Source: an optimization exercise on an open RTL-to-GDS flow (aim: small area). Production flows keep margins and buffers that such runs may drop.
Function was checked by simulation only, so behaviour that the tests miss may differ from the original.

==> flow/design.v (excerpt) <==
module cordic_B(
  input                     clk,
  input                     rst_n,
  input  signed [31:0]      x,
  input  signed [31:0]      y,
  input                     start,
  input                     start1,
  output wire signed [31:0] angle,
  output wire signed [31:0] anglef
);
wire x_neg = x[31] & (|y);
wire y_neg = y[31] & (|x);
wire [15:0] xin = x_neg ? -x[15:0] : x[15:0];
wire [15:0] yin = y_neg ? -y[15:0] : y[15:0];
wire s1 = yin[15];
wire [15:0] u2 = yin ^ {16{s1}};
wire [31:0] uf3 = {u2, {16{s1}}};
wire signed [31:0] xf4 = {xin, 16'd0};
wire signed [31:0] X5 = xf4 >>> 0;
wire [31:0] U6 = uf3 >> 0;
wire [15:0] xn7_s_a = xf4[31:16];
wire [15:0] xn7_s_b = U6[31:16];
wire [15:0] xn7_s_p = xn7_s_a ^ xn7_s_b;
wire [15:0] xn7_s_g = xn7_s_a & xn7_s_b;
wire xn7_s_G1 = xn7_s_g[0] | (xn7_s_p[0] & s1);
wire xn7_s_G2 = xn7_s_g[2] | (xn7_s_p[2] & xn7_s_g[1]);
wire xn7_s_P2 = xn7_s_p[2] & xn7_s_p[1];
wire xn7_s_G3 = xn7_s_g[4] | (xn7_s_p[4] & xn7_s_g[3]);
wire xn7_s_P3 = xn7_s_p[4] & xn7_s_p[3];
wire xn7_s_G4 = xn7_s_g[6] | (xn7_s_p[6] & xn7_s_g[5]);
wire xn7_s_P4 = xn7_s_p[6] & xn7_s_p[5];
wire xn7_s_G5 = xn7_s_g[8] | (xn7_s_p[8] & xn7_s_g[7]);
wire xn7_s_P5 = xn7_s_p[8] & xn7_s_p[7];
wire xn7_s_G6 = xn7_s_g[10] | (xn7_s_p[10] & xn7_s_g[9]);
  ...
For scale: roughly 5100 cells after synthesis, roughly 810 flip-flops, roughly 130 I/O pins.
clock: 6.0 ns
lec_check: 0
cap_margin: 20
core_margin: 2
core_utilization: 40
cts_buf_list: sky130_fd_sc_hd__clkbuf_16
cts_cluster_diameter: 80
cts_cluster_size: 24
place_density: 0.6
slew_margin: 20
standard.sh (not shown) runs the stock make flow with config.mk's settings and CLKGATE_MAP_FILE= SYNTH_SCRIPT=/design/flow/synth_recipe.tcl, a recipe that flattens the netlist after the stock synthesis.
==> flow/flow/run.sh <==
#!/bin/bash
# Own layout flow: the standard ORFS flow (standard.sh), with two changes:
#  - ABC maps the logic with an area-oriented script (flow/abc.script) in
#    place of ORFS's abc_speed.script; Yosys's synthesis script and every
#    register it makes are unchanged;
#  - port buffers use the platform's smallest buffer;
#  - clock tree synthesis inserts no dummy loads.
set -euo pipefail
here=$(pwd)
rm -rf "$here/scripts"
cp -r "$FLOW_HOME/scripts" "$here/scripts"
cp "$here/flow/abc.script" "$here/scripts/abc_speed.script"
export SCRIPTS_DIR="$here/scripts"
export BUFFER_PORTS_ARGS="-buffer_cell sky130_fd_sc_hd__buf_1"
export CTS_ARGS="-sink_clustering_enable -repair_clock_nets -sink_clustering_size 28 -sink_clustering_max_diameter 80 -buf_list sky130_fd_sc_hd__clkbuf_16 -dont_use_dummy_load"
bash standard.sh > "$here/standard_flow.log" 2>&1
==> flow/flow/abc.script <==
&get -n
&st
&dch -f
&nf -a -R 1000
&put
buffer -c
topo
stime -c
upsize -c
dnsize -c
Next try:
--- a/flow/flow/run.sh
+++ b/flow/flow/run.sh
@@ -2 +2 @@
-# Own layout flow: the standard ORFS flow (standard.sh), with two changes:
+# Own layout flow: the standard ORFS flow (standard.sh), with these changes:
@@ -15 +15 @@
-export CTS_ARGS="-sink_clustering_enable -repair_clock_nets -sink_clustering_size 28 -sink_clustering_max_diameter 80 -buf_list sky130_fd_sc_hd__clkbuf_16 -dont_use_dummy_load"
+export CTS_ARGS="-sink_clustering_enable -repair_clock_nets -sink_clustering_size 24 -sink_clustering_max_diameter 80 -buf_list sky130_fd_sc_hd__clkbuf_16 -dont_use_dummy_load"
CORE_UTILIZATION = 55   (was 40)
CTS_BUF_LIST = default   (was sky130_fd_sc_hd__clkbuf_16)
CTS_CLUSTER_DIAMETER = default   (was 80)
CTS_CLUSTER_SIZE = default   (was 24)
PLACE_DENSITY = 0.75   (was 0.6)
Outcome:
- fmax went down slightly
- setup slack is worse by 0.081 ns
- worst hold slack improves by 0.0088 ns
- cell count fell by a little under a tenth
Next try:
==> flow/flow/abc.script (replaced) <==
&get -n
&st
&dch
&nf -R 1000
&put
buffer -c
topo
stime -c
upsize -c
dnsize -c
CORE_UTILIZATION = 40   (was 55)
PLACE_DENSITY = 0.6   (was 0.75)
Result: Worst setup slack improved by 0.039 ns. Design area came out higher by 0.83%. Wire length goes up by 0.41%. Final cell count climbs by 7.0%. Worst hold slack gets worse by 0.0096 ns. Critical path depth stays the same. Non-clock buffer count climbs by 41. Synthesized cell count came out lower by 0.98%.
Next try:
--- a/flow/flow/run.sh
+++ b/flow/flow/run.sh
@@ -2 +2 @@
-# Own layout flow: the standard ORFS flow (standard.sh), with these changes:
+# Own layout flow: the standard ORFS flow (standard.sh), with two changes:
==> flow/flow/abc.script (replaced) <==
&get -n
&st
&dch -f
&nf -a -R 1000
&put
buffer -c
topo
stime -c
upsize -c
dnsize -c
GPL_TIMING_DRIVEN = 0   (was default)
What happened: The new run produced a clean layout. Hold slack gains 0.0053 ns. Cell area came out higher slightly. Maximum frequency came out lower slightly. Sequential share of layout area came out lower by 0.52 points. Global-route usage came out higher by 0.55 points. Clock-buffer cell count is unchanged.

---

## the reference run
Another version of the RTL of cordic_B (not shown whole).
For scale: ~5500 cells after synthesis, ~930 flip-flops, roughly 130 I/O pins.
Settings: LEC_CHECK=0, CAP_MARGIN=20, CORE_MARGIN=2, CORE_UTILIZATION=40, CTS_BUF_LIST=sky130_fd_sc_hd__clkbuf_16, CTS_CLUSTER_DIAMETER=80, CTS_CLUSTER_SIZE=24, PLACE_DENSITY=0.6, SLEW_MARGIN=20; clock period 6.0 ns.
run.sh (not shown) runs the stock make flow with config.mk's settings and CLKGATE_MAP_FILE= SYNTH_SCRIPT=/design/flow/synth_recipe.tcl, a recipe that flattens the netlist after the stock synthesis.
Stock flow here: none of the scripts above is used.
Both conditions hold for the reference run: the flow ran to the end and the final layout passed the timing, design-rule and antenna checks.
The inputs of the trial run differ from those of the reference run as listed below.
--- a/flow/config.mk
+++ b/flow/config.mk
@@ -10,5 +10,5 @@
 export CORE_UTILIZATION = 40
-export CTS_BUF_LIST = sky130_fd_sc_hd__clkbuf_16
-export CTS_CLUSTER_DIAMETER = 80
-export CTS_CLUSTER_SIZE = 24
+export CTS_BUF_LIST = sky130_fd_sc_hd__clkbuf_8
+export CTS_CLUSTER_DIAMETER = 60
+export CTS_CLUSTER_SIZE = 18
 export PLACE_DENSITY = 0.6
--- outcome ---
First element of the critical path: x[17] -> the reference run, c14_s[9] -> the trial run. [compare] base=the reference run new=the trial run: synthesized cell count did not really move; final standard cell utilization of the core went up; share of final-layout standard cells stronger than drive strength 1 went up. Final critical-path required period ended up 0.065 ns lower on the trial run than on the reference run. Looking at start-to-end type of the worst setup path, the primary input to flip-flop result is from the reference run; the flip-flop to flip-flop one comes from the trial run.

---

Setup of v56:
cordic_B again, from the RTL that the note above started with.
Settings: LEC_CHECK=0, CAP_MARGIN=20, CORE_MARGIN=2, CORE_UTILIZATION=40, PLACE_DENSITY=0.6, SLEW_MARGIN=20; clock period 6.0 ns.
v56 ended with every stage complete and zero timing, DRC or antenna violations.
Relative to v56, the following input files were edited for v31:
- an added CTS_CLUSTER_DIAMETER of 80
- an added CTS_CLUSTER_SIZE of 24
- an added CTS_BUF_LIST of sky130_fd_sc_hd__clkbuf_16
==> flow/flow/run.sh (new file) <==
#!/bin/bash
# Own layout flow: the standard ORFS flow (standard.sh), with two changes:
#  - ABC maps the logic with an area-oriented script (flow/abc.script) in
#    place of ORFS's abc_speed.script; Yosys's synthesis script and every
#    register it makes are unchanged;
#  - port buffers use the platform's smallest buffer.
set -euo pipefail
here=$(pwd)
rm -rf "$here/scripts"
cp -r "$FLOW_HOME/scripts" "$here/scripts"
cp "$here/flow/abc.script" "$here/scripts/abc_speed.script"
export SCRIPTS_DIR="$here/scripts"
export BUFFER_PORTS_ARGS="-buffer_cell sky130_fd_sc_hd__buf_1"
bash standard.sh > "$here/standard_flow.log" 2>&1
==> flow/flow/abc.script (new file) <==
&get -n
&st
&dch -f
&nf -a -R 1000
&put
buffer -c
topo
stime -c
upsize -c
dnsize -c
==> flow/standard.sh (new file) <==
#!/bin/bash
# synth_recipe.tcl (not shown) runs the flow's synth.tcl, then flattens the netlist and writes it again
# the make line also repeats each setting of config.mk as NAME=value (left out here)
make -C /OpenROAD-flow-scripts/flow DESIGN_CONFIG=/design/flow/config.mk WORK_HOME=/design/flow/orfs CLKGATE_MAP_FILE= SYNTH_SCRIPT=/design/flow/synth_recipe.tcl "${@:-finish}"
removed: flow/run.sh
## What came out
- Going from v56 to v31, die area shrinks by about 3.2%.
- Summary of v31 over v56: number of multi-input logic gates decreased 7.0%; total of plain and repair buffers excluding clock buffers decreased about 10%.
- Changes observed in v31 relative to v56: sequential share of layout area has increased, post-synthesis instance area down 0.0018 mm^2.
- Summary of v31 over v56: total placed instance area decreased 4.9%.
- Compared with v56, v31 shows detailed route wirelength on metal2 lower by 5.5%.
- Taking v56 as the reference point, the relative area change from synthesis to final layout of v31 falls by 5.2 points.
- Measured against v56, the number of clock buffers in the layout of v31 comes out at 0.38 times the reference value.
Inputs modified between v31 and v26:
==> flow/flow/abc.script <==
&get -n
&st
&syn2
&dch -f
&nf -R 1000
&put
buffer -c
topo
stime -c
upsize -c
dnsize -c
Findings:
v31 and v26: one clean run, v31; the rest did not finish clean.
Ran to the end and failed final checks on setup timing: v26.
v31 and v26 ended up with roughly the same effective utilization at floorplan.
From v31 to v26 the numbers moved as follows: total wirelength of the detailed-routed design shows a reduction of 6.8 mm; setup slack went down 0.68 ns; critical path depth went up 19.
Compared with v31, v26 shows a higher area added between synthesis and finish.
Share of cell area taken by flip-flops and latches on v26 is up relative to v31.
On count of different cell masters after synthesis, the lower figure sits with v26, not v31.
A cell type of the slowest stage on the worst timing path of dfxtp_1 is what v31 shows, while or4_4 belongs to v26.
v31 ended up with c14_s[6] as its launch point of the worst path; v26 ended up with x[5].
Looking only at final critical path time including I/O delays and setup, and setting everything else aside, the higher value of v31 and v26 goes to v26.

==> what the ideal ports hide <==
In the flow no input, the clock included, has a driving cell. The finished layouts below were timed again as built, in two steps.
Step 1 assumes that a clkbuf_16 drives the clock port and a buf_2 every other input.
Step 2 moves the port delays by t, midway between the first and last clock arrival at a register: inputs arrive t later, outputs are due t later. That takes back most of the time a late clock gives input paths.
Three values: ideal ports, drivers, drivers and shift; two values: the first two.
run | t (ns) | slack for setup (ns) | worst setup path at the end | worst register clock-pin slew, ns | worst data-port slew with drivers (ns)
the first run of note 1 | 0.668 | 0.258 / 0.258 / 0.048 | input to register | 0.11 / 0.11 | 0.04
the second run of note 1 | 0.645 | 0.178 / 0.178 / -0.030 | input to register | 0.10 / 0.10 | 0.04
the third run of note 1 | 0.664 | 0.217 / 0.217 / -0.078 | input to register | 0.10 / 0.10 | 0.04
the fourth run of note 1 | 0.647 | 0.173 / 0.173 / -0.137 | input to register | 0.10 / 0.10 | 0.04
the reference run | 0.725 | 0.662 / 0.709 / -0.016 | input to register | 0.10 / 0.10 | 0.04
the trial run | 0.830 | 0.727 / 0.727 / -0.028 | input to register | 0.12 / 0.12 | 0.04
v56 | 0.760 | 0.676 / 0.720 / -0.037 | input to register | 0.07 / 0.07 | 0.04
v31 | 0.733 | 0.640 / 0.640 / 0.246 | input to register | 0.10 / 0.10 | 0.05
v26 | 0.707 | -0.042 / -0.012 / -0.719 | input to register | 0.10 / 0.10 | 0.05
With both steps, setup timing fails in 6 of these runs, where it was met with ideal ports. For the trial run, which loses most, drivers alone change the setup slack by 0.000 ns; drivers and shift together by -0.755 ns.
